Context: an optimization exercise on an open-source flow, tuned for small area, a short achievable clock period and few clock cycles. The choices shown serve that exercise and are no tape-out recipe. Where RTL was checked, it was by simulation tests only, not by an equivalence proof against the original. Only the layout flow was run in run 2; the RTL was not checked for function there. No activity file was given, so power comes from the tool's default toggle rates.

==> flow/design.v, too long to show whole: its modules and the start of the top module <==
// module mac: 391 lines
// module projeto: 48 lines
module projeto(
    input ck,
    input inicio,
    input rst,
    input [15:0] X,
    input [15:0] A,
    input [15:0] B,
    input [15:0] C,
    output pronto,
    output overflow,
    output [15:0] resultado
);
  // ...
==> flow/flow/run.sh <==
#!/bin/bash
# The standard layout (standard.sh) with these changes:
#  - the multiply-add tree, module mac, is laid out from flow/mac_cells.v, the
#    same circuit as mac in rtl/ula.v built from cells by hand (both are
#    generated by gen/mkhand.py), so that its partial products are single
#    NAND gates feeding full-adder cells of inverted polarity;
#  - synthesis skips Yosys's early "abc -fast" (SYNTH_ARGS=-noabc);
#  - port buffers use the smallest buffer, but for the X ports (buf_4).
# Registers and their names are those of the standard synthesis.
set -euo pipefail
export SYNTH_ARGS="-noabc"
export BUFFER_PORTS_ARGS="-buffer_cell sky130_fd_sc_hd__buf_1"
# ... except the X ports, whose buffers drive many gates (flow/xbuf.tcl)
export POST_GLOBAL_PLACE_TCL="$PWD/flow/xbuf.tcl"
# design.v with module mac replaced by the cell-level one
awk '/^module mac\(/ {skip = 1} !skip {print} skip && /^endmodule/ {skip = 0}' design.v > design_cells.v
grep -q '^module mac(' design_cells.v && { echo "module mac still in design_cells.v"; exit 1; }
cat flow/mac_cells.v >> design_cells.v
sed "s#CLKGATE_MAP_FILE= #CLKGATE_MAP_FILE= VERILOG_FILES=$PWD/design_cells.v #" standard.sh > standard_cells.sh
grep -q "VERILOG_FILES=$PWD/design_cells.v" standard_cells.sh
bash standard_cells.sh > standard.log 2>&1
==> flow/flow/xbuf.tcl <==
set db [ord::get_db]
set block [ord::get_db_block]
set big [$db findMaster sky130_fd_sc_hd__buf_4]
foreach bterm [$block getBTerms] {
  if { ![string match {X\[*} [$bterm getName]] } { continue }
  set net [$bterm getNet]
  foreach iterm [$net getITerms] {
    set inst [$iterm getInst]
    if { [string match sky130_fd_sc_hd__buf_* [[$inst getMaster] getName]] } {
      $inst swapMaster $big
      puts "xbuf: [$inst getName] of [$bterm getName] -> sky130_fd_sc_hd__buf_4"
    }
  }
}
==> flow/standard.sh <==
#!/bin/bash
# synth_recipe.tcl (not shown) runs the flow's synth.tcl, then flattens the netlist and writes it again
# the make line also repeats each setting of config.mk as NAME=value (left out here)
make -C /OpenROAD-flow-scripts/flow DESIGN_CONFIG=/design/flow/config.mk WORK_HOME=/design/flow/orfs CLKGATE_MAP_FILE= SYNTH_SCRIPT=/design/flow/synth_recipe.tcl "${@:-finish}"
==> flow/config.mk <==
export PLATFORM = sky130hd
export DESIGN_NAME = projeto
export DESIGN_NICKNAME = projeto
export VERILOG_FILES = /design/flow/design.v
export SDC_FILE = /design/flow/constraint.sdc
export NUM_CORES = 4
export LEC_CHECK = 0
export CAP_MARGIN = 20
export CORE_MARGIN = 2
export CORE_UTILIZATION = 60
export CTS_BUF_LIST = sky130_fd_sc_hd__clkbuf_4 sky130_fd_sc_hd__clkbuf_8
export SETUP_SLACK_MARGIN = 4.0
export SLEW_MARGIN = 20
==> flow/constraint.sdc <==
create_clock -name core_clock -period 9.5 [get_ports {ck}]
set_input_delay 1.9000 -clock core_clock [delete_from_list [all_inputs] [get_ports {ck}]]
set_output_delay 1.9000 -clock core_clock [all_outputs]
set_load 0.01 [all_outputs]
Not shown: flow/flow/mac_cells.v
==> notes.md, run 1 <==
status=timing/DRC/antenna clean; TritonCTS clock tree=done; Seq pwr share=about an eighth; critical path depth=10; Worst path max stage delay=between 500 and 600 ps; well tap count=102; largest net degree at the start of global routing=38; Num CTS Buffers=3; FFs & Latches=27; sequential cell area share=a little over a tenth; Top Registers=qa (16), qb (6), ql (2); register area share after synthesis=11.7%; M2 GR Usage=roughly 56%; reg2reg start=qa[6]; Ant. Diodes=0; fin crit period=5400 ps; drt via density=just under 6; Sw Share=approximately half; met1 wire length=approximately 4800 um; CP max-delay cell=fa_1; Clk pwr share=under 10%; slack of the worst reg-to-reg path=between 4000 and 5000 ps; count leader, synth=nand2_1; Compound-Gate Fraction of Synth Area=under 10%; syn_nets=637; CTS sink cnt=27; Post-synth EDFFs=0; Post-Route WL=~12000 um; Vias=roughly 3600; WP buf/inv=1; CP Launch Type=primary input; die area=8440 sq um; grt met1 use=~40%; post_cts resized=0; Routed WL per cell=20.1 um; vias in the first global route=between 3000 and 4000; initial antenna violation count=0; Inverters=8; Die X=just over 90 um; most frequent cells in the layout=nand2_1, fa_1, buf_1, dfxtp_1, mux2i_1; TritonRoute pass-1 iters=5; Placed Instances=613; mapped cell area=4630 sq um
Testbench counts, summed over its fixed seeds: cycles 4,800.
==> module projeto, before the edit <==
module projeto(
    input ck,
    input inicio,
    input rst,
    input [15:0] X,
    input [15:0] A,
    input [15:0] B,
    input [15:0] C,
    output pronto,
    output overflow,
    output [15:0] resultado
);
    reg busy, pr, ov;
    reg [15:0] qa, qb;
    reg [1:0] ql;
    wire [16:0] v = ~(qa + qb + 17'd1);
    wire vo = ov | (|ql) | v[16];
    wire [15:0] m;       
    wire [15:0] kn = ~(busy ? C : B);
    wire [15:0] ra, rb;
    wire [6:0] cn;
    mac u(.a(A), .v(v[15:0]), .sel(busy), .m(m), .x(X), .kn(kn), .ra(ra), .rb(rb), .cn(cn));
    reg hi;
    integer i;
    always @(*) begin
        hi = 1'b0;
        for (i = 1; i < 16; i = i + 1)
            hi = hi | (m[i] & (|(X >> (16 - i))));
    end
    wire po = hi | ~&cn[4:0];
    wire [1:0] pl = {~cn[5], ~cn[6]};
    always @(posedge ck) begin
        qa <= ra;
        qb <= rb;
        ql <= pl;
        ov <= po | (busy & vo);
        if (rst) begin
            busy <= 1'b0;
            pr   <= 1'b0;
        end else begin
            busy <= ~busy & inicio;
            pr   <= busy;
        end
    end
    assign pronto = pr;
    assign resultado = v[15:0];
    assign overflow = vo;
endmodule
==> run 2, diff against run 1 <==
--- a/flow/design.v
+++ b/flow/design.v
@@ -2,17 +2,18 @@
     input [15:0] a,
     input [15:0] v,
     input sel,
     output [15:0] m,
     input [15:0] x,
     input [15:0] kn,
     output [15:0] ra,
     output [15:0] rb,
-    output [6:0] cn
+    output [15:0] rc,
+    output [5:0] cn
 );
     assign m = sel ? v : a;
     wire pp_0_0 = ~(m[0] & x[0]);
     wire pp_0_1 = ~(m[0] & x[1]);
     wire pp_0_2 = ~(m[0] & x[2]);
     wire pp_0_3 = ~(m[0] & x[3]);
     wire pp_0_4 = ~(m[0] & x[4]);
     wire pp_0_5 = ~(m[0] & x[5]);
@@ -141,30 +142,30 @@
     wire pp_12_2 = ~(m[12] & x[2]);
     wire pp_12_3 = ~(m[12] & x[3]);
     wire pp_13_0 = ~(m[13] & x[0]);
     wire pp_13_1 = ~(m[13] & x[1]);
     wire pp_13_2 = ~(m[13] & x[2]);
     wire pp_14_0 = ~(m[14] & x[0]);
     wire pp_14_1 = ~(m[14] & x[1]);
     wire pp_15_0 = ~(m[15] & x[0]);
-    wire px1 = pp_0_15 ^ pp_10_5;
-    wire px2 = pp_11_4 ^ pp_12_3;
-    wire px3 = pp_13_2 ^ pp_14_1;
-    wire px4 = pp_15_0 ^ pp_1_14;
-    wire px5 = pp_2_13 ^ pp_3_12;
-    wire px6 = pp_4_11 ^ pp_5_10;
-    wire px7 = pp_6_9 ^ pp_7_8;
-    wire px8 = pp_8_7 ^ pp_9_6;
+    wire px1 = pp_0_15 ^ pp_1_14;
+    wire px2 = pp_2_13 ^ pp_3_12;
+    wire px3 = pp_4_11 ^ pp_5_10;
+    wire px4 = pp_6_9 ^ pp_7_8;
+    wire px5 = pp_8_7 ^ pp_9_6;
+    wire px6 = pp_10_5 ^ pp_11_4;
+    wire px7 = pp_12_3 ^ pp_13_2;
+    wire px8 = pp_14_1 ^ pp_15_0;
     wire px9 = px1 ^ px2;
     wire px10 = px3 ^ px4;
     wire px11 = px5 ^ px6;
     wire px12 = px7 ^ px8;
-    wire px13 = px10 ^ px11;
-    wire px14 = px12 ^ px9;
+    wire px13 = px10 ^ px9;
+    wire px14 = px11 ^ px12;
     wire px15 = ~(px13 ^ px14);
     wire s16 = kn[1] ^ pp_0_1 ^ pp_1_0;
     wire c17 = (kn[1] & pp_0_1) | (kn[1] & pp_1_0) | (pp_0_1 & pp_1_0);
     wire s18 = kn[2] ^ pp_0_2 ^ pp_1_1;
     wire c19 = (kn[2] & pp_0_2) | (kn[2] & pp_1_1) | (pp_0_2 & pp_1_1);
     wire s20 = pp_2_0 ^ c17 ^ s18;
     wire c21 = (pp_2_0 & c17) | (pp_2_0 & s18) | (c17 & s18);
     wire s22 = kn[3] ^ pp_0_3 ^ pp_1_2;
@@ -246,188 +247,182 @@
     wire s98 = s90 ^ s92 ^ s94;
     wire c99 = (s90 & s92) | (s90 & s94) | (s92 & s94);
     wire s100 = c79 ^ c81 ^ s96;
     wire c101 = (c79 & c81) | (c79 & s96) | (c81 & s96);
     wire s102 = s98 ^ c83 ^ s100;
     wire c103 = (s98 & c83) | (s98 & s100) | (c83 & s100);
     wire s104 = ~(c85 ^ s102);
     wire c105 = c85 | s102;
-    wire s106 = kn[10] ^ pp_0_10 ^ pp_10_0;
-    wire c107 = (kn[10] & pp_0_10) | (kn[10] & pp_10_0) | (pp_0_10 & pp_10_0);
-    wire s108 = pp_1_9 ^ pp_2_8 ^ pp_3_7;
-    wire c109 = (pp_1_9 & pp_2_8) | (pp_1_9 & pp_3_7) | (pp_2_8 & pp_3_7);
-    wire s110 = pp_4_6 ^ pp_5_5 ^ pp_6_4;
-    wire c111 = (pp_4_6 & pp_5_5) | (pp_4_6 & pp_6_4) | (pp_5_5 & pp_6_4);
-    wire s112 = pp_7_3 ^ pp_8_2 ^ pp_9_1;
-    wire c113 = (pp_7_3 & pp_8_2) | (pp_7_3 & pp_9_1) | (pp_8_2 & pp_9_1);
+    wire s106 = kn[10] ^ pp_0_10 ^ pp_1_9;
+    wire c107 = (kn[10] & pp_0_10) | (kn[10] & pp_1_9) | (pp_0_10 & pp_1_9);
+    wire s108 = pp_2_8 ^ pp_3_7 ^ pp_4_6;
+    wire c109 = (pp_2_8 & pp_3_7) | (pp_2_8 & pp_4_6) | (pp_3_7 & pp_4_6);
+    wire s110 = pp_5_5 ^ pp_6_4 ^ pp_7_3;
+    wire c111 = (pp_5_5 & pp_6_4) | (pp_5_5 & pp_7_3) | (pp_6_4 & pp_7_3);
+    wire s112 = pp_8_2 ^ pp_9_1 ^ pp_10_0;
+    wire c113 = (pp_8_2 & pp_9_1) | (pp_8_2 & pp_10_0) | (pp_9_1 & pp_10_0);
     wire s114 = c89 ^ c91 ^ c93;
     wire c115 = (c89 & c91) | (c89 & c93) | (c91 & c93);
     wire s116 = s106 ^ s108 ^ s110;
     wire c117 = (s106 & s108) | (s106 & s110) | (s108 & s110);
     wire s118 = s112 ^ c95 ^ c97;
     wire c119 = (s112 & c95) | (s112 & c97) | (c95 & c97);
     wire s120 = s114 ^ s116 ^ c99;
     wire c121 = (s114 & s116) | (s114 & c99) | (s116 & c99);
     wire s122 = s118 ^ c101 ^ s120;
     wire c123 = (s118 & c101) | (s118 & s120) | (c101 & s120);
-    wire s124 = c103 ^ s122 ^ c105;
-    wire c125 = (c103 & s122) | (c103 & c105) | (s122 & c105);
-    wire s126 = kn[11] ^ pp_0_11 ^ pp_10_1;
-    wire c127 = (kn[11] & pp_0_11) | (kn[11] & pp_10_1) | (pp_0_11 & pp_10_1);
-    wire s128 = pp_11_0 ^ pp_1_10 ^ pp_2_9;
-    wire c129 = (pp_11_0 & pp_1_10) | (pp_11_0 & pp_2_9) | (pp_1_10 & pp_2_9);
-    wire s130 = pp_3_8 ^ pp_4_7 ^ pp_5_6;
-    wire c131 = (pp_3_8 & pp_4_7) | (pp_3_8 & pp_5_6) | (pp_4_7 & pp_5_6);
-    wire s132 = pp_6_5 ^ pp_7_4 ^ pp_8_3;
-    wire c133 = (pp_6_5 & pp_7_4) | (pp_6_5 & pp_8_3) | (pp_7_4 & pp_8_3);
-    wire s134 = pp_9_2 ^ c107 ^ c109;
-    wire c135 = (pp_9_2 & c107) | (pp_9_2 & c109) | (c107 & c109);
-    wire s136 = c111 ^ c113 ^ s126;
-    wire c137 = (c111 & c113) | (c111 & s126) | (c113 & s126);
-    wire s138 = s128 ^ s130 ^ s132;
-    wire c139 = (s128 & s130) | (s128 & s132) | (s130 & s132);
-    wire s140 = c115 ^ c117 ^ s134;
-    wire c141 = (c115 & c117) | (c115 & s134) | (c117 & s134);
-    wire s142 = s136 ^ s138 ^ c119;
-    wire c143 = (s136 & s138) | (s136 & c119) | (s138 & c119);
-    wire s144 = s140 ^ c121 ^ s142;
-    wire c145 = (s140 & c121) | (s140 & s142) | (c121 & s142);
-    wire s146 = c123 ^ s144 ^ c125;
-    wire c147 = (c123 & s144) | (c123 & c125) | (s144 & c125);
-    wire s148 = kn[12] ^ pp_0_12 ^ pp_10_2;
-    wire c149 = (kn[12] & pp_0_12) | (kn[12] & pp_10_2) | (pp_0_12 & pp_10_2);
-    wire s150 = pp_11_1 ^ pp_12_0 ^ pp_1_11;
-    wire c151 = (pp_11_1 & pp_12_0) | (pp_11_1 & pp_1_11) | (pp_12_0 & pp_1_11);
-    wire s152 = pp_2_10 ^ pp_3_9 ^ pp_4_8;
-    wire c153 = (pp_2_10 & pp_3_9) | (pp_2_10 & pp_4_8) | (pp_3_9 & pp_4_8);
-    wire s154 = pp_5_7 ^ pp_6_6 ^ pp_7_5;
-    wire c155 = (pp_5_7 & pp_6_6) | (pp_5_7 & pp_7_5) | (pp_6_6 & pp_7_5);
-    wire s156 = pp_8_4 ^ pp_9_3 ^ c127;
-    wire c157 = (pp_8_4 & pp_9_3) | (pp_8_4 & c127) | (pp_9_3 & c127);
-    wire s158 = c129 ^ c131 ^ c133;
-    wire c159 = (c129 & c131) | (c129 & c133) | (c131 & c133);
-    wire s160 = s148 ^ s150 ^ s152;
-    wire c161 = (s148 & s150) | (s148 & s152) | (s150 & s152);
-    wire s162 = s154 ^ s156 ^ c135;
-    wire c163 = (s154 & s156) | (s154 & c135) | (s156 & c135);
-    wire s164 = c137 ^ c139 ^ s158;
-    wire c165 = (c137 & c139) | (c137 & s158) | (c139 & s158);
-    wire s166 = s160 ^ s162 ^ c141;
-    wire c167 = (s160 & s162) | (s160 & c141) | (s162 & c141);
-    wire s168 = s164 ^ c143 ^ s166;
-    wire c169 = (s164 & c143) | (s164 & s166) | (c143 & s166);
-    wire s170 = ~(c145 ^ s168);
-    wire c171 = c145 | s168;
-    wire s172 = kn[13] ^ pp_0_13 ^ pp_10_3;
-    wire c173 = (kn[13] & pp_0_13) | (kn[13] & pp_10_3) | (pp_0_13 & pp_10_3);
+    wire s124 = kn[11] ^ pp_0_11 ^ pp_1_10;
+    wire c125 = (kn[11] & pp_0_11) | (kn[11] & pp_1_10) | (pp_0_11 & pp_1_10);
+    wire s126 = pp_2_9 ^ pp_3_8 ^ pp_4_7;
+    wire c127 = (pp_2_9 & pp_3_8) | (pp_2_9 & pp_4_7) | (pp_3_8 & pp_4_7);
+    wire s128 = pp_5_6 ^ pp_6_5 ^ pp_7_4;
+    wire c129 = (pp_5_6 & pp_6_5) | (pp_5_6 & pp_7_4) | (pp_6_5 & pp_7_4);
+    wire s130 = pp_8_3 ^ pp_9_2 ^ pp_10_1;
+    wire c131 = (pp_8_3 & pp_9_2) | (pp_8_3 & pp_10_1) | (pp_9_2 & pp_10_1);
+    wire s132 = pp_11_0 ^ c107 ^ c109;
+    wire c133 = (pp_11_0 & c107) | (pp_11_0 & c109) | (c107 & c109);
+    wire s134 = c111 ^ s124 ^ s126;
+    wire c135 = (c111 & s124) | (c111 & s126) | (s124 & s126);
+    wire s136 = s128 ^ c113 ^ s130;
+    wire c137 = (s128 & c113) | (s128 & s130) | (c113 & s130);
+    wire s138 = c115 ^ c117 ^ s132;
+    wire c139 = (c115 & c117) | (c115 & s132) | (c117 & s132);
+    wire s140 = s134 ^ s136 ^ c119;
+    wire c141 = (s134 & s136) | (s134 & c119) | (s136 & c119);
+    wire s142 = s138 ^ c121 ^ s140;
+    wire c143 = (s138 & c121) | (s138 & s140) | (c121 & s140);
+    wire s144 = kn[12] ^ pp_0_12 ^ pp_1_11;
+    wire c145 = (kn[12] & pp_0_12) | (kn[12] & pp_1_11) | (pp_0_12 & pp_1_11);
+    wire s146 = pp_2_10 ^ pp_3_9 ^ pp_4_8;
+    wire c147 = (pp_2_10 & pp_3_9) | (pp_2_10 & pp_4_8) | (pp_3_9 & pp_4_8);
+    wire s148 = pp_5_7 ^ pp_6_6 ^ pp_7_5;
+    wire c149 = (pp_5_7 & pp_6_6) | (pp_5_7 & pp_7_5) | (pp_6_6 & pp_7_5);
+    wire s150 = pp_8_4 ^ pp_9_3 ^ pp_10_2;
+    wire c151 = (pp_8_4 & pp_9_3) | (pp_8_4 & pp_10_2) | (pp_9_3 & pp_10_2);
+    wire s152 = pp_11_1 ^ pp_12_0 ^ c125;
+    wire c153 = (pp_11_1 & pp_12_0) | (pp_11_1 & c125) | (pp_12_0 & c125);
+    wire s154 = c127 ^ c129 ^ s144;
+    wire c155 = (c127 & c129) | (c127 & s144) | (c129 & s144);
+    wire s156 = s146 ^ s148 ^ c131;
+    wire c157 = (s146 & s148) | (s146 & c131) | (s148 & c131);
+    wire s158 = s150 ^ s152 ^ c133;
+    wire c159 = (s150 & s152) | (s150 & c133) | (s152 & c133);
+    wire s160 = c135 ^ s154 ^ s156;
+    wire c161 = (c135 & s154) | (c135 & s156) | (s154 & s156);
+    wire s162 = c137 ^ s158 ^ c139;
+    wire c163 = (c137 & s158) | (c137 & c139) | (s158 & c139);
+    wire s164 = s160 ^ c141 ^ s162;
+    wire c165 = (s160 & c141) | (s160 & s162) | (c141 & s162);
+    wire s166 = kn[13] ^ pp_0_13 ^ pp_1_12;
+    wire c167 = (kn[13] & pp_0_13) | (kn[13] & pp_1_12) | (pp_0_13 & pp_1_12);
+    wire s168 = pp_2_11 ^ pp_3_10 ^ pp_4_9;
+    wire c169 = (pp_2_11 & pp_3_10) | (pp_2_11 & pp_4_9) | (pp_3_10 & pp_4_9);
+    wire s170 = pp_5_8 ^ pp_6_7 ^ pp_7_6;
+    wire c171 = (pp_5_8 & pp_6_7) | (pp_5_8 & pp_7_6) | (pp_6_7 & pp_7_6);
+    wire s172 = pp_8_5 ^ pp_9_4 ^ pp_10_3;
+    wire c173 = (pp_8_5 & pp_9_4) | (pp_8_5 & pp_10_3) | (pp_9_4 & pp_10_3);
     wire s174 = pp_11_2 ^ pp_12_1 ^ pp_13_0;
     wire c175 = (pp_11_2 & pp_12_1) | (pp_11_2 & pp_13_0) | (pp_12_1 & pp_13_0);
-    wire s176 = pp_1_12 ^ pp_2_11 ^ pp_3_10;
-    wire c177 = (pp_1_12 & pp_2_11) | (pp_1_12 & pp_3_10) | (pp_2_11 & pp_3_10);
-    wire s178 = pp_4_9 ^ pp_5_8 ^ pp_6_7;
-    wire c179 = (pp_4_9 & pp_5_8) | (pp_4_9 & pp_6_7) | (pp_5_8 & pp_6_7);
-    wire s180 = pp_7_6 ^ pp_8_5 ^ pp_9_4;
-    wire c181 = (pp_7_6 & pp_8_5) | (pp_7_6 & pp_9_4) | (pp_8_5 & pp_9_4);
-    wire s182 = c149 ^ c151 ^ c153;
-    wire c183 = (c149 & c151) | (c149 & c153) | (c151 & c153);
-    wire s184 = c155 ^ s172 ^ s174;
-    wire c185 = (c155 & s172) | (c155 & s174) | (s172 & s174);
-    wire s186 = s176 ^ s178 ^ s180;
-    wire c187 = (s176 & s178) | (s176 & s180) | (s178 & s180);
-    wire s188 = c157 ^ c159 ^ c161;
-    wire c189 = (c157 & c159) | (c157 & c161) | (c159 & c161);
-    wire s190 = s182 ^ s184 ^ s186;
-    wire c191 = (s182 & s184) | (s182 & s186) | (s184 & s186);
-    wire s192 = c163 ^ c165 ^ s188;
-    wire c193 = (c163 & c165) | (c163 & s188) | (c165 & s188);
-    wire s194 = s190 ^ c167 ^ s192;
-    wire c195 = (s190 & c167) | (s190 & s192) | (c167 & s192);
-    wire s196 = c169 ^ s194 ^ c171;
-    wire c197 = (c169 & s194) | (c169 & c171) | (s194 & c171);
-    wire s198 = kn[14] ^ pp_0_14 ^ pp_10_4;
-    wire c199 = (kn[14] & pp_0_14) | (kn[14] & pp_10_4) | (pp_0_14 & pp_10_4);
-    wire s200 = pp_11_3 ^ pp_12_2 ^ pp_13_1;
-    wire c201 = (pp_11_3 & pp_12_2) | (pp_11_3 & pp_13_1) | (pp_12_2 & pp_13_1);
-    wire s202 = pp_14_0 ^ pp_1_13 ^ pp_2_12;
-    wire c203 = (pp_14_0 & pp_1_13) | (pp_14_0 & pp_2_12) | (pp_1_13 & pp_2_12);
-    wire s204 = pp_3_11 ^ pp_4_10 ^ pp_5_9;
-    wire c205 = (pp_3_11 & pp_4_10) | (pp_3_11 & pp_5_9) | (pp_4_10 & pp_5_9);
-    wire s206 = pp_6_8 ^ pp_7_7 ^ pp_8_6;
-    wire c207 = (pp_6_8 & pp_7_7) | (pp_6_8 & pp_8_6) | (pp_7_7 & pp_8_6);
-    wire s208 = pp_9_5 ^ c173 ^ c175;
-    wire c209 = (pp_9_5 & c173) | (pp_9_5 & c175) | (c173 & c175);
-    wire s210 = c177 ^ c179 ^ c181;
-    wire c211 = (c177 & c179) | (c177 & c181) | (c179 & c181);
-    wire s212 = s198 ^ s200 ^ s202;
-    wire c213 = (s198 & s200) | (s198 & s202) | (s200 & s202);
-    wire s214 = s204 ^ s206 ^ c183;
-    wire c215 = (s204 & s206) | (s204 & c183) | (s206 & c183);
-    wire s216 = c185 ^ c187 ^ s208;
-    wire c217 = (c185 & c187) | (c185 & s208) | (c187 & s208);
-    wire s218 = s210 ^ s212 ^ s214;
-    wire c219 = (s210 & s212) | (s210 & s214) | (s212 & s214);
-    wire s220 = c189 ^ c191 ^ s216;
-    wire c221 = (c189 & c191) | (c189 & s216) | (c191 & s216);
-    wire s222 = s218 ^ c193 ^ s220;
-    wire c223 = (s218 & c193) | (s218 & s220) | (c193 & s220);
-    wire s224 = ~(c195 ^ s222);
-    wire c225 = c195 | s222;
-    wire s226 = kn[15] ^ c199 ^ c201;
-    wire c227 = (kn[15] & c199) | (kn[15] & c201) | (c199 & c201);
-    wire s228 = c203 ^ c205 ^ c207;
-    wire c229 = (c203 & c205) | (c203 & c207) | (c205 & c207);
-    wire s230 = px15 ^ c209 ^ c211;
-    wire c231 = (px15 & c209) | (px15 & c211) | (c209 & c211);
-    wire s232 = c213 ^ s226 ^ s228;
-    wire c233 = (c213 & s226) | (c213 & s228) | (s226 & s228);
-    wire s234 = c215 ^ c217 ^ s230;
-    wire c235 = (c215 & c217) | (c215 & s230) | (c217 & s230);
-    wire s236 = s232 ^ c219 ^ c221;
-    wire c237 = (s232 & c219) | (s232 & c221) | (c219 & c221);
-    wire s238 = s234 ^ s236 ^ c223;
-    wire c239 = (s234 & s236) | (s234 & c223) | (s236 & c223);
-    assign ra = {c225, s224, s196, s170, s146, s124, s104, s86, s70, s56, s44, s34, s26, s20, s16, kn[0]};
-    assign rb = {s238, c197, 1'b1, c147, 1'b1, 1'b1, c87, 1'b1, 1'b1, c45, 1'b1, 1'b1, 1'b1, 1'b1, 1'b1, pp_0_0};
-    assign cn = {c239, c237, c235, c233, c231, c229, c227};
+    wire s176 = c145 ^ c147 ^ c149;
+    wire c177 = (c145 & c147) | (c145 & c149) | (c147 & c149);
+    wire s178 = s166 ^ s168 ^ s170;
+    wire c179 = (s166 & s168) | (s166 & s170) | (s168 & s170);
+    wire s180 = c151 ^ s172 ^ s174;
+    wire c181 = (c151 & s172) | (c151 & s174) | (s172 & s174);
+    wire s182 = c153 ^ c155 ^ s176;
+    wire c183 = (c153 & c155) | (c153 & s176) | (c155 & s176);
+    wire s184 = c157 ^ s178 ^ s180;
+    wire c185 = (c157 & s178) | (c157 & s180) | (s178 & s180);
+    wire s186 = c159 ^ s182 ^ c161;
+    wire c187 = (c159 & s182) | (c159 & c161) | (s182 & c161);
+    wire s188 = s184 ^ c163 ^ s186;
+    wire c189 = (s184 & c163) | (s184 & s186) | (c163 & s186);
+    wire s190 = kn[14] ^ pp_0_14 ^ pp_1_13;
+    wire c191 = (kn[14] & pp_0_14) | (kn[14] & pp_1_13) | (pp_0_14 & pp_1_13);
+    wire s192 = pp_2_12 ^ pp_3_11 ^ pp_4_10;
+    wire c193 = (pp_2_12 & pp_3_11) | (pp_2_12 & pp_4_10) | (pp_3_11 & pp_4_10);
+    wire s194 = pp_5_9 ^ pp_6_8 ^ pp_7_7;
+    wire c195 = (pp_5_9 & pp_6_8) | (pp_5_9 & pp_7_7) | (pp_6_8 & pp_7_7);
+    wire s196 = pp_8_6 ^ pp_9_5 ^ pp_10_4;
+    wire c197 = (pp_8_6 & pp_9_5) | (pp_8_6 & pp_10_4) | (pp_9_5 & pp_10_4);
+    wire s198 = pp_11_3 ^ pp_12_2 ^ pp_13_1;
+    wire c199 = (pp_11_3 & pp_12_2) | (pp_11_3 & pp_13_1) | (pp_12_2 & pp_13_1);
+    wire s200 = pp_14_0 ^ c167 ^ c169;
+    wire c201 = (pp_14_0 & c167) | (pp_14_0 & c169) | (c167 & c169);
+    wire s202 = c171 ^ s190 ^ s192;
+    wire c203 = (c171 & s190) | (c171 & s192) | (s190 & s192);
+    wire s204 = s194 ^ c173 ^ s196;
+    wire c205 = (s194 & c173) | (s194 & s196) | (c173 & s196);
+    wire s206 = c175 ^ s198 ^ c177;
+    wire c207 = (c175 & s198) | (c175 & c177) | (s198 & c177);
+    wire s208 = c179 ^ s200 ^ s202;
+    wire c209 = (c179 & s200) | (c179 & s202) | (s200 & s202);
+    wire s210 = c181 ^ s204 ^ s206;
+    wire c211 = (c181 & s204) | (c181 & s206) | (s204 & s206);
+    wire s212 = c183 ^ s208 ^ c185;
+    wire c213 = (c183 & s208) | (c183 & c185) | (s208 & c185);
+    wire s214 = s210 ^ c187 ^ s212;
+    wire c215 = (s210 & c187) | (s210 & s212) | (c187 & s212);
+    wire s216 = kn[15] ^ c191 ^ c193;
+    wire c217 = (kn[15] & c191) | (kn[15] & c193) | (c191 & c193);
+    wire s218 = c195 ^ c197 ^ c199;
+    wire c219 = (c195 & c197) | (c195 & c199) | (c197 & c199);
+    wire s220 = c201 ^ c203 ^ s216;
+    wire c221 = (c201 & c203) | (c201 & s216) | (c203 & s216);
+    wire s222 = c205 ^ px15 ^ s218;
+    wire c223 = (c205 & px15) | (c205 & s218) | (px15 & s218);
+    wire s224 = c207 ^ c209 ^ s220;
+    wire c225 = (c207 & c209) | (c207 & s220) | (c209 & s220);
+    wire s226 = s222 ^ c211 ^ s224;
+    wire c227 = (s222 & c211) | (s222 & s224) | (c211 & s224);
+    assign ra = {c213, c189, c165, c143, c123, c103, s104, s86, s70, s56, s44, s34, s26, s20, s16, kn[0]};
+    assign rb = {s226, s214, s188, s164, s142, s122, c87, 1'b1, 1'b1, c45, 1'b1, 1'b1, 1'b1, 1'b1, 1'b1, pp_0_0};
+    assign rc = {c215, 1'b1, 1'b1, 1'b1, 1'b1, c105, 1'b1, 1'b1, 1'b1, 1'b1, 1'b1, 1'b1, 1'b1, 1'b1, 1'b1, 1'b1};
+    assign cn = {c227, c225, c223, c221, c219, c217};
 endmodule
 module projeto(
     input ck,
     input inicio,
     input rst,
     input [15:0] X,
     input [15:0] A,
     input [15:0] B,
     input [15:0] C,
     output pronto,
     output overflow,
     output [15:0] resultado
 );
     reg busy, pr, ov;
-    reg [15:0] qa, qb;
-    reg [1:0] ql;
-    wire [16:0] v = ~(qa + qb + 17'd1);
+    reg [15:0] qa, qb, qc;
+    reg [2:0] ql;
+    wire [15:0] ta = ~qa, tb = ~qb, tc = ~qc;
+    wire [15:0] cs = ta ^ tb ^ tc;
+    wire [15:0] cm = (ta & tb) | (ta & tc) | (tb & tc);
+    wire [17:0] vs = {2'b00, cs} + {1'b0, cm, 1'b0};
+    wire [16:0] v = {|vs[17:16], vs[15:0]};
     wire vo = ov | (|ql) | v[16];
     wire [15:0] m;       
     wire [15:0] kn = ~(busy ? C : B);
-    wire [15:0] ra, rb;
-    wire [6:0] cn;
-    mac u(.a(A), .v(v[15:0]), .sel(busy), .m(m), .x(X), .kn(kn), .ra(ra), .rb(rb), .cn(cn));
+    wire [15:0] ra, rb, rc;
+    wire [5:0] cn;
+    mac u(.a(A), .v(v[15:0]), .sel(busy), .m(m), .x(X), .kn(kn), .ra(ra), .rb(rb), .rc(rc), .cn(cn));
     reg hi;
     integer i;
     always @(*) begin
         hi = 1'b0;
         for (i = 1; i < 16; i = i + 1)
             hi = hi | (m[i] & (|(X >> (16 - i))));
     end
-    wire po = hi | ~&cn[4:0];
-    wire [1:0] pl = {~cn[5], ~cn[6]};
+    wire po = hi;
+    wire [2:0] pl = {~&cn[3:0], ~cn[4], ~cn[5]};
     always @(posedge ck) begin
         qa <= ra;
         qb <= rb;
+        qc <= rc;
         ql <= pl;
         ov <= po | (busy & vo);
         if (rst) begin
             busy <= 1'b0;
             pr   <= 1'b0;
         end else begin
             busy <= ~busy & inicio;
             pr   <= busy;
--- a/flow/flow/mac_cells.v
+++ b/flow/flow/mac_cells.v
@@ -4,17 +4,18 @@
     input [15:0] a,
     input [15:0] v,
     input sel,
     output [15:0] m,
     input [15:0] x,
     input [15:0] kn,
     output [15:0] ra,
     output [15:0] rb,
-    output [6:0] cn
+    output [15:0] rc,
+    output [5:0] cn
 );
     sky130_fd_sc_hd__mux2_2 g_m0 (.A0(a[0]), .A1(v[0]), .S(sel), .X(m[0]));
     sky130_fd_sc_hd__mux2_2 g_m1 (.A0(a[1]), .A1(v[1]), .S(sel), .X(m[1]));
     sky130_fd_sc_hd__mux2_2 g_m2 (.A0(a[2]), .A1(v[2]), .S(sel), .X(m[2]));
     sky130_fd_sc_hd__mux2_2 g_m3 (.A0(a[3]), .A1(v[3]), .S(sel), .X(m[3]));
     sky130_fd_sc_hd__mux2_2 g_m4 (.A0(a[4]), .A1(v[4]), .S(sel), .X(m[4]));
     sky130_fd_sc_hd__mux2_2 g_m5 (.A0(a[5]), .A1(v[5]), .S(sel), .X(m[5]));
     sky130_fd_sc_hd__mux2_2 g_m6 (.A0(a[6]), .A1(v[6]), .S(sel), .X(m[6]));
@@ -315,43 +316,43 @@
     sky130_fd_sc_hd__nand2_1 g_pp_13_2 (.A(m[13]), .B(xb2), .Y(pp_13_2));
     wire pp_14_0;
     sky130_fd_sc_hd__nand2_1 g_pp_14_0 (.A(m[14]), .B(xb0), .Y(pp_14_0));
     wire pp_14_1;
     sky130_fd_sc_hd__nand2_1 g_pp_14_1 (.A(m[14]), .B(xb1), .Y(pp_14_1));
     wire pp_15_0;
     sky130_fd_sc_hd__nand2_1 g_pp_15_0 (.A(m[15]), .B(xb0), .Y(pp_15_0));
     wire px1;
-    sky130_fd_sc_hd__xor2_1 g_px1 (.A(pp_0_15), .B(pp_10_5), .X(px1));
+    sky130_fd_sc_hd__xor2_1 g_px1 (.A(pp_0_15), .B(pp_1_14), .X(px1));
     wire px2;
-    sky130_fd_sc_hd__xor2_1 g_px2 (.A(pp_11_4), .B(pp_12_3), .X(px2));
+    sky130_fd_sc_hd__xor2_1 g_px2 (.A(pp_2_13), .B(pp_3_12), .X(px2));
     wire px3;
-    sky130_fd_sc_hd__xor2_1 g_px3 (.A(pp_13_2), .B(pp_14_1), .X(px3));
+    sky130_fd_sc_hd__xor2_1 g_px3 (.A(pp_4_11), .B(pp_5_10), .X(px3));
     wire px4;
-    sky130_fd_sc_hd__xor2_1 g_px4 (.A(pp_15_0), .B(pp_1_14), .X(px4));
+    sky130_fd_sc_hd__xor2_1 g_px4 (.A(pp_6_9), .B(pp_7_8), .X(px4));
     wire px5;
-    sky130_fd_sc_hd__xor2_1 g_px5 (.A(pp_2_13), .B(pp_3_12), .X(px5));
+    sky130_fd_sc_hd__xor2_1 g_px5 (.A(pp_8_7), .B(pp_9_6), .X(px5));
     wire px6;
-    sky130_fd_sc_hd__xor2_1 g_px6 (.A(pp_4_11), .B(pp_5_10), .X(px6));
+    sky130_fd_sc_hd__xor2_1 g_px6 (.A(pp_10_5), .B(pp_11_4), .X(px6));
     wire px7;
-    sky130_fd_sc_hd__xor2_1 g_px7 (.A(pp_6_9), .B(pp_7_8), .X(px7));
+    sky130_fd_sc_hd__xor2_1 g_px7 (.A(pp_12_3), .B(pp_13_2), .X(px7));
     wire px8;
-    sky130_fd_sc_hd__xor2_1 g_px8 (.A(pp_8_7), .B(pp_9_6), .X(px8));
+    sky130_fd_sc_hd__xor2_1 g_px8 (.A(pp_14_1), .B(pp_15_0), .X(px8));
     wire px9;
     sky130_fd_sc_hd__xor2_1 g_px9 (.A(px1), .B(px2), .X(px9));
     wire px10;
     sky130_fd_sc_hd__xor2_1 g_px10 (.A(px3), .B(px4), .X(px10));
     wire px11;
     sky130_fd_sc_hd__xor2_1 g_px11 (.A(px5), .B(px6), .X(px11));
     wire px12;
     sky130_fd_sc_hd__xor2_1 g_px12 (.A(px7), .B(px8), .X(px12));
     wire px13;
-    sky130_fd_sc_hd__xor2_1 g_px13 (.A(px10), .B(px11), .X(px13));
+    sky130_fd_sc_hd__xor2_1 g_px13 (.A(px10), .B(px9), .X(px13));
     wire px14;
-    sky130_fd_sc_hd__xor2_1 g_px14 (.A(px12), .B(px9), .X(px14));
+    sky130_fd_sc_hd__xor2_1 g_px14 (.A(px11), .B(px12), .X(px14));
     wire px15;
     sky130_fd_sc_hd__xnor2_1 g_px15 (.A(px13), .B(px14), .Y(px15));
     wire s16, c17;
     sky130_fd_sc_hd__fa_1 g_s16 (.A(kn[1]), .B(pp_0_1), .CIN(pp_1_0), .COUT(c17), .SUM(s16));
     wire s18, c19;
     sky130_fd_sc_hd__fa_1 g_s18 (.A(kn[2]), .B(pp_0_2), .CIN(pp_1_1), .COUT(c19), .SUM(s18));
     wire s20, c21;
     sky130_fd_sc_hd__fa_1 g_s20 (.A(pp_2_0), .B(c17), .CIN(s18), .COUT(c21), .SUM(s20));
@@ -437,147 +438,134 @@
     wire s100, c101;
     sky130_fd_sc_hd__fa_1 g_s100 (.A(c79), .B(c81), .CIN(s96), .COUT(c101), .SUM(s100));
     wire s102, c103;
     sky130_fd_sc_hd__fa_1 g_s102 (.A(s98), .B(c83), .CIN(s100), .COUT(c103), .SUM(s102));
     wire s104, c105;
     sky130_fd_sc_hd__xnor2_1 g_s104 (.A(c85), .B(s102), .Y(s104));
     sky130_fd_sc_hd__or2_1 g_c105 (.A(c85), .B(s102), .X(c105));
     wire s106, c107;
-    sky130_fd_sc_hd__fa_1 g_s106 (.A(kn[10]), .B(pp_0_10), .CIN(pp_10_0), .COUT(c107), .SUM(s106));
+    sky130_fd_sc_hd__fa_1 g_s106 (.A(kn[10]), .B(pp_0_10), .CIN(pp_1_9), .COUT(c107), .SUM(s106));
     wire s108, c109;
-    sky130_fd_sc_hd__fa_1 g_s108 (.A(pp_1_9), .B(pp_2_8), .CIN(pp_3_7), .COUT(c109), .SUM(s108));
+    sky130_fd_sc_hd__fa_1 g_s108 (.A(pp_2_8), .B(pp_3_7), .CIN(pp_4_6), .COUT(c109), .SUM(s108));
     wire s110, c111;
-    sky130_fd_sc_hd__fa_1 g_s110 (.A(pp_4_6), .B(pp_5_5), .CIN(pp_6_4), .COUT(c111), .SUM(s110));
+    sky130_fd_sc_hd__fa_1 g_s110 (.A(pp_5_5), .B(pp_6_4), .CIN(pp_7_3), .COUT(c111), .SUM(s110));
     wire s112, c113;
-    sky130_fd_sc_hd__fa_1 g_s112 (.A(pp_7_3), .B(pp_8_2), .CIN(pp_9_1), .COUT(c113), .SUM(s112));
+    sky130_fd_sc_hd__fa_1 g_s112 (.A(pp_8_2), .B(pp_9_1), .CIN(pp_10_0), .COUT(c113), .SUM(s112));
     wire s114, c115;
     sky130_fd_sc_hd__fa_1 g_s114 (.A(c89), .B(c91), .CIN(c93), .COUT(c115), .SUM(s114));
     wire s116, c117;
     sky130_fd_sc_hd__fa_1 g_s116 (.A(s106), .B(s108), .CIN(s110), .COUT(c117), .SUM(s116));
     wire s118, c119;
     sky130_fd_sc_hd__fa_1 g_s118 (.A(s112), .B(c95), .CIN(c97), .COUT(c119), .SUM(s118));
     wire s120, c121;
     sky130_fd_sc_hd__fa_1 g_s120 (.A(s114), .B(s116), .CIN(c99), .COUT(c121), .SUM(s120));
     wire s122, c123;
     sky130_fd_sc_hd__fa_1 g_s122 (.A(s118), .B(c101), .CIN(s120), .COUT(c123), .SUM(s122));
     wire s124, c125;
-    sky130_fd_sc_hd__fa_1 g_s124 (.A(c103), .B(s122), .CIN(c105), .COUT(c125), .SUM(s124));
+    sky130_fd_sc_hd__fa_1 g_s124 (.A(kn[11]), .B(pp_0_11), .CIN(pp_1_10), .COUT(c125), .SUM(s124));
     wire s126, c127;
-    sky130_fd_sc_hd__fa_1 g_s126 (.A(kn[11]), .B(pp_0_11), .CIN(pp_10_1), .COUT(c127), .SUM(s126));
+    sky130_fd_sc_hd__fa_1 g_s126 (.A(pp_2_9), .B(pp_3_8), .CIN(pp_4_7), .COUT(c127), .SUM(s126));
     wire s128, c129;
-    sky130_fd_sc_hd__fa_1 g_s128 (.A(pp_11_0), .B(pp_1_10), .CIN(pp_2_9), .COUT(c129), .SUM(s128));
+    sky130_fd_sc_hd__fa_1 g_s128 (.A(pp_5_6), .B(pp_6_5), .CIN(pp_7_4), .COUT(c129), .SUM(s128));
     wire s130, c131;
-    sky130_fd_sc_hd__fa_1 g_s130 (.A(pp_3_8), .B(pp_4_7), .CIN(pp_5_6), .COUT(c131), .SUM(s130));
+    sky130_fd_sc_hd__fa_1 g_s130 (.A(pp_8_3), .B(pp_9_2), .CIN(pp_10_1), .COUT(c131), .SUM(s130));
     wire s132, c133;
-    sky130_fd_sc_hd__fa_1 g_s132 (.A(pp_6_5), .B(pp_7_4), .CIN(pp_8_3), .COUT(c133), .SUM(s132));
+    sky130_fd_sc_hd__fa_1 g_s132 (.A(pp_11_0), .B(c107), .CIN(c109), .COUT(c133), .SUM(s132));
     wire s134, c135;
-    sky130_fd_sc_hd__fa_1 g_s134 (.A(pp_9_2), .B(c107), .CIN(c109), .COUT(c135), .SUM(s134));
+    sky130_fd_sc_hd__fa_1 g_s134 (.A(c111), .B(s124), .CIN(s126), .COUT(c135), .SUM(s134));
     wire s136, c137;
-    sky130_fd_sc_hd__fa_1 g_s136 (.A(c111), .B(c113), .CIN(s126), .COUT(c137), .SUM(s136));
+    sky130_fd_sc_hd__fa_1 g_s136 (.A(s128), .B(c113), .CIN(s130), .COUT(c137), .SUM(s136));
     wire s138, c139;
-    sky130_fd_sc_hd__fa_1 g_s138 (.A(s128), .B(s130), .CIN(s132), .COUT(c139), .SUM(s138));
+    sky130_fd_sc_hd__fa_1 g_s138 (.A(c115), .B(c117), .CIN(s132), .COUT(c139), .SUM(s138));
     wire s140, c141;
-    sky130_fd_sc_hd__fa_1 g_s140 (.A(c115), .B(c117), .CIN(s134), .COUT(c141), .SUM(s140));
+    sky130_fd_sc_hd__fa_1 g_s140 (.A(s134), .B(s136), .CIN(c119), .COUT(c141), .SUM(s140));
     wire s142, c143;
-    sky130_fd_sc_hd__fa_1 g_s142 (.A(s136), .B(s138), .CIN(c119), .COUT(c143), .SUM(s142));
+    sky130_fd_sc_hd__fa_1 g_s142 (.A(s138), .B(c121), .CIN(s140), .COUT(c143), .SUM(s142));
     wire s144, c145;
-    sky130_fd_sc_hd__fa_1 g_s144 (.A(s140), .B(c121), .CIN(s142), .COUT(c145), .SUM(s144));
+    sky130_fd_sc_hd__fa_1 g_s144 (.A(kn[12]), .B(pp_0_12), .CIN(pp_1_11), .COUT(c145), .SUM(s144));
     wire s146, c147;
-    sky130_fd_sc_hd__fa_1 g_s146 (.A(c123), .B(s144), .CIN(c125), .COUT(c147), .SUM(s146));
+    sky130_fd_sc_hd__fa_1 g_s146 (.A(pp_2_10), .B(pp_3_9), .CIN(pp_4_8), .COUT(c147), .SUM(s146));
     wire s148, c149;
-    sky130_fd_sc_hd__fa_1 g_s148 (.A(kn[12]), .B(pp_0_12), .CIN(pp_10_2), .COUT(c149), .SUM(s148));
+    sky130_fd_sc_hd__fa_1 g_s148 (.A(pp_5_7), .B(pp_6_6), .CIN(pp_7_5), .COUT(c149), .SUM(s148));
     wire s150, c151;
-    sky130_fd_sc_hd__fa_1 g_s150 (.A(pp_11_1), .B(pp_12_0), .CIN(pp_1_11), .COUT(c151), .SUM(s150));
+    sky130_fd_sc_hd__fa_1 g_s150 (.A(pp_8_4), .B(pp_9_3), .CIN(pp_10_2), .COUT(c151), .SUM(s150));
     wire s152, c153;
-    sky130_fd_sc_hd__fa_1 g_s152 (.A(pp_2_10), .B(pp_3_9), .CIN(pp_4_8), .COUT(c153), .SUM(s152));
+    sky130_fd_sc_hd__fa_1 g_s152 (.A(pp_11_1), .B(pp_12_0), .CIN(c125), .COUT(c153), .SUM(s152));
     wire s154, c155;
-    sky130_fd_sc_hd__fa_1 g_s154 (.A(pp_5_7), .B(pp_6_6), .CIN(pp_7_5), .COUT(c155), .SUM(s154));
+    sky130_fd_sc_hd__fa_1 g_s154 (.A(c127), .B(c129), .CIN(s144), .COUT(c155), .SUM(s154));
     wire s156, c157;
-    sky130_fd_sc_hd__fa_1 g_s156 (.A(pp_8_4), .B(pp_9_3), .CIN(c127), .COUT(c157), .SUM(s156));
+    sky130_fd_sc_hd__fa_1 g_s156 (.A(s146), .B(s148), .CIN(c131), .COUT(c157), .SUM(s156));
     wire s158, c159;
-    sky130_fd_sc_hd__fa_1 g_s158 (.A(c129), .B(c131), .CIN(c133), .COUT(c159), .SUM(s158));
+    sky130_fd_sc_hd__fa_1 g_s158 (.A(s150), .B(s152), .CIN(c133), .COUT(c159), .SUM(s158));
     wire s160, c161;
-    sky130_fd_sc_hd__fa_1 g_s160 (.A(s148), .B(s150), .CIN(s152), .COUT(c161), .SUM(s160));
+    sky130_fd_sc_hd__fa_1 g_s160 (.A(c135), .B(s154), .CIN(s156), .COUT(c161), .SUM(s160));
     wire s162, c163;
-    sky130_fd_sc_hd__fa_1 g_s162 (.A(s154), .B(s156), .CIN(c135), .COUT(c163), .SUM(s162));
+    sky130_fd_sc_hd__fa_1 g_s162 (.A(c137), .B(s158), .CIN(c139), .COUT(c163), .SUM(s162));
     wire s164, c165;
-    sky130_fd_sc_hd__fa_1 g_s164 (.A(c137), .B(c139), .CIN(s158), .COUT(c165), .SUM(s164));
+    sky130_fd_sc_hd__fa_1 g_s164 (.A(s160), .B(c141), .CIN(s162), .COUT(c165), .SUM(s164));
     wire s166, c167;
-    sky130_fd_sc_hd__fa_1 g_s166 (.A(s160), .B(s162), .CIN(c141), .COUT(c167), .SUM(s166));
+    sky130_fd_sc_hd__fa_1 g_s166 (.A(kn[13]), .B(pp_0_13), .CIN(pp_1_12), .COUT(c167), .SUM(s166));
     wire s168, c169;
-    sky130_fd_sc_hd__fa_1 g_s168 (.A(s164), .B(c143), .CIN(s166), .COUT(c169), .SUM(s168));
+    sky130_fd_sc_hd__fa_1 g_s168 (.A(pp_2_11), .B(pp_3_10), .CIN(pp_4_9), .COUT(c169), .SUM(s168));
     wire s170, c171;
-    sky130_fd_sc_hd__xnor2_1 g_s170 (.A(c145), .B(s168), .Y(s170));
-    sky130_fd_sc_hd__or2_1 g_c171 (.A(c145), .B(s168), .X(c171));
+    sky130_fd_sc_hd__fa_1 g_s170 (.A(pp_5_8), .B(pp_6_7), .CIN(pp_7_6), .COUT(c171), .SUM(s170));
     wire s172, c173;
-    sky130_fd_sc_hd__fa_1 g_s172 (.A(kn[13]), .B(pp_0_13), .CIN(pp_10_3), .COUT(c173), .SUM(s172));
+    sky130_fd_sc_hd__fa_1 g_s172 (.A(pp_8_5), .B(pp_9_4), .CIN(pp_10_3), .COUT(c173), .SUM(s172));
     wire s174, c175;
     sky130_fd_sc_hd__fa_1 g_s174 (.A(pp_11_2), .B(pp_12_1), .CIN(pp_13_0), .COUT(c175), .SUM(s174));
     wire s176, c177;
-    sky130_fd_sc_hd__fa_1 g_s176 (.A(pp_1_12), .B(pp_2_11), .CIN(pp_3_10), .COUT(c177), .SUM(s176));
+    sky130_fd_sc_hd__fa_1 g_s176 (.A(c145), .B(c147), .CIN(c149), .COUT(c177), .SUM(s176));
     wire s178, c179;
-    sky130_fd_sc_hd__fa_1 g_s178 (.A(pp_4_9), .B(pp_5_8), .CIN(pp_6_7), .COUT(c179), .SUM(s178));
+    sky130_fd_sc_hd__fa_1 g_s178 (.A(s166), .B(s168), .CIN(s170), .COUT(c179), .SUM(s178));
     wire s180, c181;
-    sky130_fd_sc_hd__fa_1 g_s180 (.A(pp_7_6), .B(pp_8_5), .CIN(pp_9_4), .COUT(c181), .SUM(s180));
+    sky130_fd_sc_hd__fa_1 g_s180 (.A(c151), .B(s172), .CIN(s174), .COUT(c181), .SUM(s180));
     wire s182, c183;
-    sky130_fd_sc_hd__fa_1 g_s182 (.A(c149), .B(c151), .CIN(c153), .COUT(c183), .SUM(s182));
+    sky130_fd_sc_hd__fa_1 g_s182 (.A(c153), .B(c155), .CIN(s176), .COUT(c183), .SUM(s182));
     wire s184, c185;
-    sky130_fd_sc_hd__fa_1 g_s184 (.A(c155), .B(s172), .CIN(s174), .COUT(c185), .SUM(s184));
+    sky130_fd_sc_hd__fa_1 g_s184 (.A(c157), .B(s178), .CIN(s180), .COUT(c185), .SUM(s184));
     wire s186, c187;
-    sky130_fd_sc_hd__fa_1 g_s186 (.A(s176), .B(s178), .CIN(s180), .COUT(c187), .SUM(s186));
+    sky130_fd_sc_hd__fa_1 g_s186 (.A(c159), .B(s182), .CIN(c161), .COUT(c187), .SUM(s186));
     wire s188, c189;
-    sky130_fd_sc_hd__fa_1 g_s188 (.A(c157), .B(c159), .CIN(c161), .COUT(c189), .SUM(s188));
+    sky130_fd_sc_hd__fa_1 g_s188 (.A(s184), .B(c163), .CIN(s186), .COUT(c189), .SUM(s188));
     wire s190, c191;
-    sky130_fd_sc_hd__fa_1 g_s190 (.A(s182), .B(s184), .CIN(s186), .COUT(c191), .SUM(s190));
+    sky130_fd_sc_hd__fa_1 g_s190 (.A(kn[14]), .B(pp_0_14), .CIN(pp_1_13), .COUT(c191), .SUM(s190));
     wire s192, c193;
-    sky130_fd_sc_hd__fa_1 g_s192 (.A(c163), .B(c165), .CIN(s188), .COUT(c193), .SUM(s192));
+    sky130_fd_sc_hd__fa_1 g_s192 (.A(pp_2_12), .B(pp_3_11), .CIN(pp_4_10), .COUT(c193), .SUM(s192));
     wire s194, c195;
-    sky130_fd_sc_hd__fa_1 g_s194 (.A(s190), .B(c167), .CIN(s192), .COUT(c195), .SUM(s194));
+    sky130_fd_sc_hd__fa_1 g_s194 (.A(pp_5_9), .B(pp_6_8), .CIN(pp_7_7), .COUT(c195), .SUM(s194));
     wire s196, c197;
-    sky130_fd_sc_hd__fa_1 g_s196 (.A(c169), .B(s194), .CIN(c171), .COUT(c197), .SUM(s196));
+    sky130_fd_sc_hd__fa_1 g_s196 (.A(pp_8_6), .B(pp_9_5), .CIN(pp_10_4), .COUT(c197), .SUM(s196));
     wire s198, c199;
-    sky130_fd_sc_hd__fa_1 g_s198 (.A(kn[14]), .B(pp_0_14), .CIN(pp_10_4), .COUT(c199), .SUM(s198));
+    sky130_fd_sc_hd__fa_1 g_s198 (.A(pp_11_3), .B(pp_12_2), .CIN(pp_13_1), .COUT(c199), .SUM(s198));
     wire s200, c201;
-    sky130_fd_sc_hd__fa_1 g_s200 (.A(pp_11_3), .B(pp_12_2), .CIN(pp_13_1), .COUT(c201), .SUM(s200));
+    sky130_fd_sc_hd__fa_1 g_s200 (.A(pp_14_0), .B(c167), .CIN(c169), .COUT(c201), .SUM(s200));
     wire s202, c203;
-    sky130_fd_sc_hd__fa_1 g_s202 (.A(pp_14_0), .B(pp_1_13), .CIN(pp_2_12), .COUT(c203), .SUM(s202));
+    sky130_fd_sc_hd__fa_1 g_s202 (.A(c171), .B(s190), .CIN(s192), .COUT(c203), .SUM(s202));
     wire s204, c205;
-    sky130_fd_sc_hd__fa_1 g_s204 (.A(pp_3_11), .B(pp_4_10), .CIN(pp_5_9), .COUT(c205), .SUM(s204));
+    sky130_fd_sc_hd__fa_1 g_s204 (.A(s194), .B(c173), .CIN(s196), .COUT(c205), .SUM(s204));
     wire s206, c207;
-    sky130_fd_sc_hd__fa_1 g_s206 (.A(pp_6_8), .B(pp_7_7), .CIN(pp_8_6), .COUT(c207), .SUM(s206));
+    sky130_fd_sc_hd__fa_1 g_s206 (.A(c175), .B(s198), .CIN(c177), .COUT(c207), .SUM(s206));
     wire s208, c209;
-    sky130_fd_sc_hd__fa_1 g_s208 (.A(pp_9_5), .B(c173), .CIN(c175), .COUT(c209), .SUM(s208));
+    sky130_fd_sc_hd__fa_1 g_s208 (.A(c179), .B(s200), .CIN(s202), .COUT(c209), .SUM(s208));
     wire s210, c211;
-    sky130_fd_sc_hd__fa_1 g_s210 (.A(c177), .B(c179), .CIN(c181), .COUT(c211), .SUM(s210));
+    sky130_fd_sc_hd__fa_1 g_s210 (.A(c181), .B(s204), .CIN(s206), .COUT(c211), .SUM(s210));
     wire s212, c213;
-    sky130_fd_sc_hd__fa_1 g_s212 (.A(s198), .B(s200), .CIN(s202), .COUT(c213), .SUM(s212));
+    sky130_fd_sc_hd__fa_1 g_s212 (.A(c183), .B(s208), .CIN(c185), .COUT(c213), .SUM(s212));
     wire s214, c215;
-    sky130_fd_sc_hd__fa_1 g_s214 (.A(s204), .B(s206), .CIN(c183), .COUT(c215), .SUM(s214));
+    sky130_fd_sc_hd__fa_1 g_s214 (.A(s210), .B(c187), .CIN(s212), .COUT(c215), .SUM(s214));
     wire s216, c217;
-    sky130_fd_sc_hd__fa_1 g_s216 (.A(c185), .B(c187), .CIN(s208), .COUT(c217), .SUM(s216));
+    sky130_fd_sc_hd__fa_1 g_s216 (.A(kn[15]), .B(c191), .CIN(c193), .COUT(c217), .SUM(s216));
     wire s218, c219;
-    sky130_fd_sc_hd__fa_1 g_s218 (.A(s210), .B(s212), .CIN(s214), .COUT(c219), .SUM(s218));
+    sky130_fd_sc_hd__fa_1 g_s218 (.A(c195), .B(c197), .CIN(c199), .COUT(c219), .SUM(s218));
     wire s220, c221;
-    sky130_fd_sc_hd__fa_1 g_s220 (.A(c189), .B(c191), .CIN(s216), .COUT(c221), .SUM(s220));
+    sky130_fd_sc_hd__fa_1 g_s220 (.A(c201), .B(c203), .CIN(s216), .COUT(c221), .SUM(s220));
     wire s222, c223;
-    sky130_fd_sc_hd__fa_1 g_s222 (.A(s218), .B(c193), .CIN(s220), .COUT(c223), .SUM(s222));
+    sky130_fd_sc_hd__fa_1 g_s222 (.A(c205), .B(px15), .CIN(s218), .COUT(c223), .SUM(s222));
     wire s224, c225;
-    sky130_fd_sc_hd__xnor2_1 g_s224 (.A(c195), .B(s222), .Y(s224));
-    sky130_fd_sc_hd__or2_1 g_c225 (.A(c195), .B(s222), .X(c225));
+    sky130_fd_sc_hd__fa_1 g_s224 (.A(c207), .B(c209), .CIN(s220), .COUT(c225), .SUM(s224));
     wire s226, c227;
-    sky130_fd_sc_hd__fa_1 g_s226 (.A(kn[15]), .B(c199), .CIN(c201), .COUT(c227), .SUM(s226));
-    wire s228, c229;
-    sky130_fd_sc_hd__fa_1 g_s228 (.A(c203), .B(c205), .CIN(c207), .COUT(c229), .SUM(s228));
-    wire s230, c231;
-    sky130_fd_sc_hd__fa_1 g_s230 (.A(px15), .B(c209), .CIN(c211), .COUT(c231), .SUM(s230));
-    wire s232, c233;
-    sky130_fd_sc_hd__fa_1 g_s232 (.A(c213), .B(s226), .CIN(s228), .COUT(c233), .SUM(s232));
-    wire s234, c235;
-    sky130_fd_sc_hd__fa_1 g_s234 (.A(c215), .B(c217), .CIN(s230), .COUT(c235), .SUM(s234));
-    wire s236, c237;
-    sky130_fd_sc_hd__fa_1 g_s236 (.A(s232), .B(c219), .CIN(c221), .COUT(c237), .SUM(s236));
-    wire s238, c239;
-    sky130_fd_sc_hd__fa_1 g_s238 (.A(s234), .B(s236), .CIN(c223), .COUT(c239), .SUM(s238));
-    assign ra = {c225, s224, s196, s170, s146, s124, s104, s86, s70, s56, s44, s34, s26, s20, s16, kn[0]};
-    assign rb = {s238, c197, 1'b1, c147, 1'b1, 1'b1, c87, 1'b1, 1'b1, c45, 1'b1, 1'b1, 1'b1, 1'b1, 1'b1, pp_0_0};
-    assign cn = {c239, c237, c235, c233, c231, c229, c227};
+    sky130_fd_sc_hd__fa_1 g_s226 (.A(s222), .B(c211), .CIN(s224), .COUT(c227), .SUM(s226));
+    assign ra = {c213, c189, c165, c143, c123, c103, s104, s86, s70, s56, s44, s34, s26, s20, s16, kn[0]};
+    assign rb = {s226, s214, s188, s164, s142, s122, c87, 1'b1, 1'b1, c45, 1'b1, 1'b1, 1'b1, 1'b1, 1'b1, pp_0_0};
+    assign rc = {c215, 1'b1, 1'b1, 1'b1, 1'b1, c105, 1'b1, 1'b1, 1'b1, 1'b1, 1'b1, 1'b1, 1'b1, 1'b1, 1'b1, 1'b1};
+    assign cn = {c227, c225, c223, c221, c219, c217};
 endmodule
==> flow/config.mk (replaced) <==
export PLATFORM = sky130hd
export DESIGN_NAME = projeto
export DESIGN_NICKNAME = projeto
export VERILOG_FILES = /design/flow/design.v
export SDC_FILE = /design/flow/constraint.sdc
export NUM_CORES = 4
export LEC_CHECK = 0
export CAP_MARGIN = 20
export CORE_MARGIN = 2
export CORE_UTILIZATION = 60
export CTS_BUF_LIST = sky130_fd_sc_hd__clkbuf_4 sky130_fd_sc_hd__clkbuf_8
export SETUP_SLACK_MARGIN = 4.7
export SLEW_MARGIN = 20
==> run 2 against run 1 <==
Compared with the run above: still clean; synthesized cell count up 6.2%; clock-buffer cell count up 4; cell count up 8.9%; critical path depth down 1; largest power group unchanged.
==> notes.md, run 2 <==
status=timing/DRC/antenna clean; # hold bufs at CTS=0; switching power=~0.95 mW; pins over their slew limit=0; Top Registers=qa (16), qb (9), ql (3); TritonRoute pass-1 iters=5 (unchanged); post-route cell area=5610 sq um; initial antenna violation count=0 (unchanged); Sw Share=48.5% (-2.2 points); nets=755; worst slew pin tran=416 ps; Num CTS Buffers=5 (+2); drt via density=5.53 (-6.3%); Detailed Route Iter0 Violations=230; crit path DAT=2830 ps; maxcap violations=0; Cell Int Power=about 1.0 mW; worst hold margin=between 600 and 700 ps; Post-Route WL=11500 um (-7.0%); final hold viol count=0; Ant. Diodes=0 (unchanged); Final Worst Setup Slack=between 4000 and 5000 ps; Ys Warns=1; Setup WS pre-CTS=~4400 ps; Placed Instances=647 (+5.5%); top cells by count, synth=nand2_1, fa_1, dfxtp_1; largest net degree at the start of global routing=25 (-34%); TritonCTS clock tree=done; Synth Register Bits=33; Area Growth Syn to Fin=13.8%; CP required=between 7000 and 8000 ps; Finish-stage setup viols=0; Seq pwr share=13.5% (+1.8 points); CTS sink cnt=33 (+22%); worst skew pair latency=about 290 ps; Worst slew margin=71.5%; CP Capture Type=output pin; fin crit period=4730 ps (-666 ps); HP Class=reg2reg; DRC viols=0; Unique masters post-synth=46; Lkg Pwr=~2.2 nW; CTS Root Cell=clkbuf_8; mapped cell area=4930 sq um (+6.4%); share of layout cells above drive strength 1=around 14%; Reg clk slew, reported paths=roughly 80 ps; Synth Instances=roughly 480; Avg Cell Area, Syn=between 10 and 15 sq um; Max Clk Rate=approximately 210 MHz; CP Launch Type=flip-flop; setup TNS=0 ps; Core ar.=slightly above 8000 sq um; Clk pwr share=7.5% (+4.2 points); die outline height=94.6 um; die area=8950 sq um (+6.1%); Routed WL per cell=17.2 um (-15%); fillers=between 600 and 700; first-pass GRT wire length=18000 um; ys flop type=dfxtp_1; Gate power share=about four fifths; maximum vdd drop=0.000326 V; H-Tree Depth=2; Die X=94.6 um (+3.0%); type of the worst setup path=reg2out; crit path cell chain=fa_1, inv_1, ha_1, a21o_1, a2111oi_0, o22ai_1, o32ai_2, nand2_1, buf_1; placed inst area=5280 sq um; DRT antenna net count=0; syn_nets=672 (+5.5%); dpl hpwl=9310 um; post-synth top area share=between 40% and 50%; Post-synth EDFFs=0 (unchanged); vias in the first global route=3635 (-8.1%); Yosys top cell by area=fa_1; PortBufs=84; row cnt=33; CP max FO=5; register area share after synthesis=13.4% (+1.7 points); Total GRT Usage=26.8%; largest cells by area after synthesis=fa_1, dfxtp_1, nand2_1, ha_1, buf_4; Top Ports=85; Final period util=49.8%; Biggest register=qa; Worst path max stage delay=530 ps (-60 ps); Async S/R FF share, synth=0%; Starting Density=between 60% and 70%; CTS Buffer Depth=2; PD cells=348 nW/um^2; Largest register FFs=16; gr ovfl total=0; Vias=3713 (+2.1%); most common cell after layout, fill and taps aside=nand2_1; most frequent cells in the layout=nand2_1, fa_1, buf_1, buf_4, dfxtp_1; Non-Filler Instances=between 600 and 700; clock skew=approximately 9.2 ps; CP max-delay cell=fa_1; RSZ-0062 raised after global routing=yes; count leader, synth=nand2_1
[run 2: critical path, delay by kind of cell, from the launching register on]
kind	cells	cell delay, ps
AOI/OAI and AO/OA	4	1170
adders and majority gates	2	780
buffers and inverters	2	180
DFF	1	330
and+or+nand+nor	1	90
[run 2: area by class of cell]
cell class / instances / area [sq um] / area share (%)
sequential: 33 / 662 / 11.8
multi-input combinational: 396 / 4050 / 72.1
tap: 105 / 131 / 2.34
inverter: 26 / 97.6 / 1.74
timing repair buffer: 104 / 551 / 9.82
clock buffer: 7 / 90.1 / 1.61
clock inverter: 1 / 30.0 / 0.536
[run 2: through the flow]
stage               total power, mW  util [%]
finish                         1.95      69.3
global route                   2.17      69.3
CTS                            1.92      66.9
detailed placement             1.77      65.3
global placement               1.72      64.5
floorplan                      1.49         -
[run 2: cells by family (layout without fill, tap and decap cells)]
group | Yosys count | count (layout) | synth area share, %
buffers and inverters | 54 | 138 | 6.15
xor gates and xnor gates | 30 | 30 | 5.33
DFF | 33 | 33 | 13.4
AOI/OAI and AO/OA | 29 | 29 | 4.95
adders and majority gates | 122 | 122 | 47.1
and+or+nand+nor | 183 | 183 | 16.1
muxes | 32 | 32 | 6.91
[run 2: timing repair]
action	CTS	global route
pin swaps	1	2
setup buffers	1	16
setup endpoints to repair	2	5
gates resized for setup	1	10
[run 2: path summary, 6_finish.rpt]
path | startpoint | endpoint | slack (ps) | cells after the start
worst max-delay path | qc[10] | overflow | 4770 | 9
worst min-delay path | busy | pr | 670 | 2
worst max register to register | qc[10] | qb[14] | 4880 | 14
worst min register to register | busy | pr | 670 | 2
[run 2: routing by layer]
| layer | global-route usage [%] | up-vias | wire, um |
|---|---|---|---|
| met1 | 38.6 | 1872 | 5060 |
| li1 | - | 1703 | - |
| met2 | 44.5 | 127 | 5740 |
| met3 | 3.99 | 11 | 623 |
| met4 | 4.11 | 0 | 108 |
| met5 | 0 | - | 0 |
[run 2: power by group through the flow]
| stage | clock, mW | combinational [mW] | sequential (mW) |
|---|---|---|---|
| 6_report | 0.145 | 1.54 | 0.263 |
| 4_1_cts | 0.148 | 1.51 | 0.263 |
| 2_1_floorplan | 0 | 1.23 | 0.257 |
| 3_3_place_gp | 0 | 1.46 | 0.262 |
| 5_1_grt | 0.154 | 1.75 | 0.269 |
| 3_5_place_dp | 0 | 1.51 | 0.265 |

==> separate check: timing with driven ports <==
The flow's constraints put no driver on any port. The routed layouts listed below were extracted and timed again, unchanged, in two steps. Step 1 (the two cells are an assumption about what drives the block):
set clk [get_ports {ck}]
set_driving_cell -lib_cell sky130_fd_sc_hd__clkbuf_16 $clk
set_driving_cell -lib_cell sky130_fd_sc_hd__buf_2 [delete_from_list [all_inputs] $clk]
Step 2, shift: input delay + t, output delay - t, t = (earliest + latest rising clock arrival at the registers) / 2. This alone moves slack from input paths to output paths. Three values: ideal, step 1, step 2; two values: the first two.
run | t (ns) | slack for setup (ns) | worst setup path after step 2 | slew at the worst register clock pin (ns)
run 1 | 0.303 | 4.104 / 4.112 / 3.808 | input to register | 0.11 / 0.11
run 2 | 0.315 | 4.770 / 4.738 / 4.468 | input to register | 0.08 / 0.08
After both steps setup and hold are still met in every run listed. For run 2, which loses most, drivers alone change the setup slack by -0.032 ns; drivers and shift together by -0.302 ns.
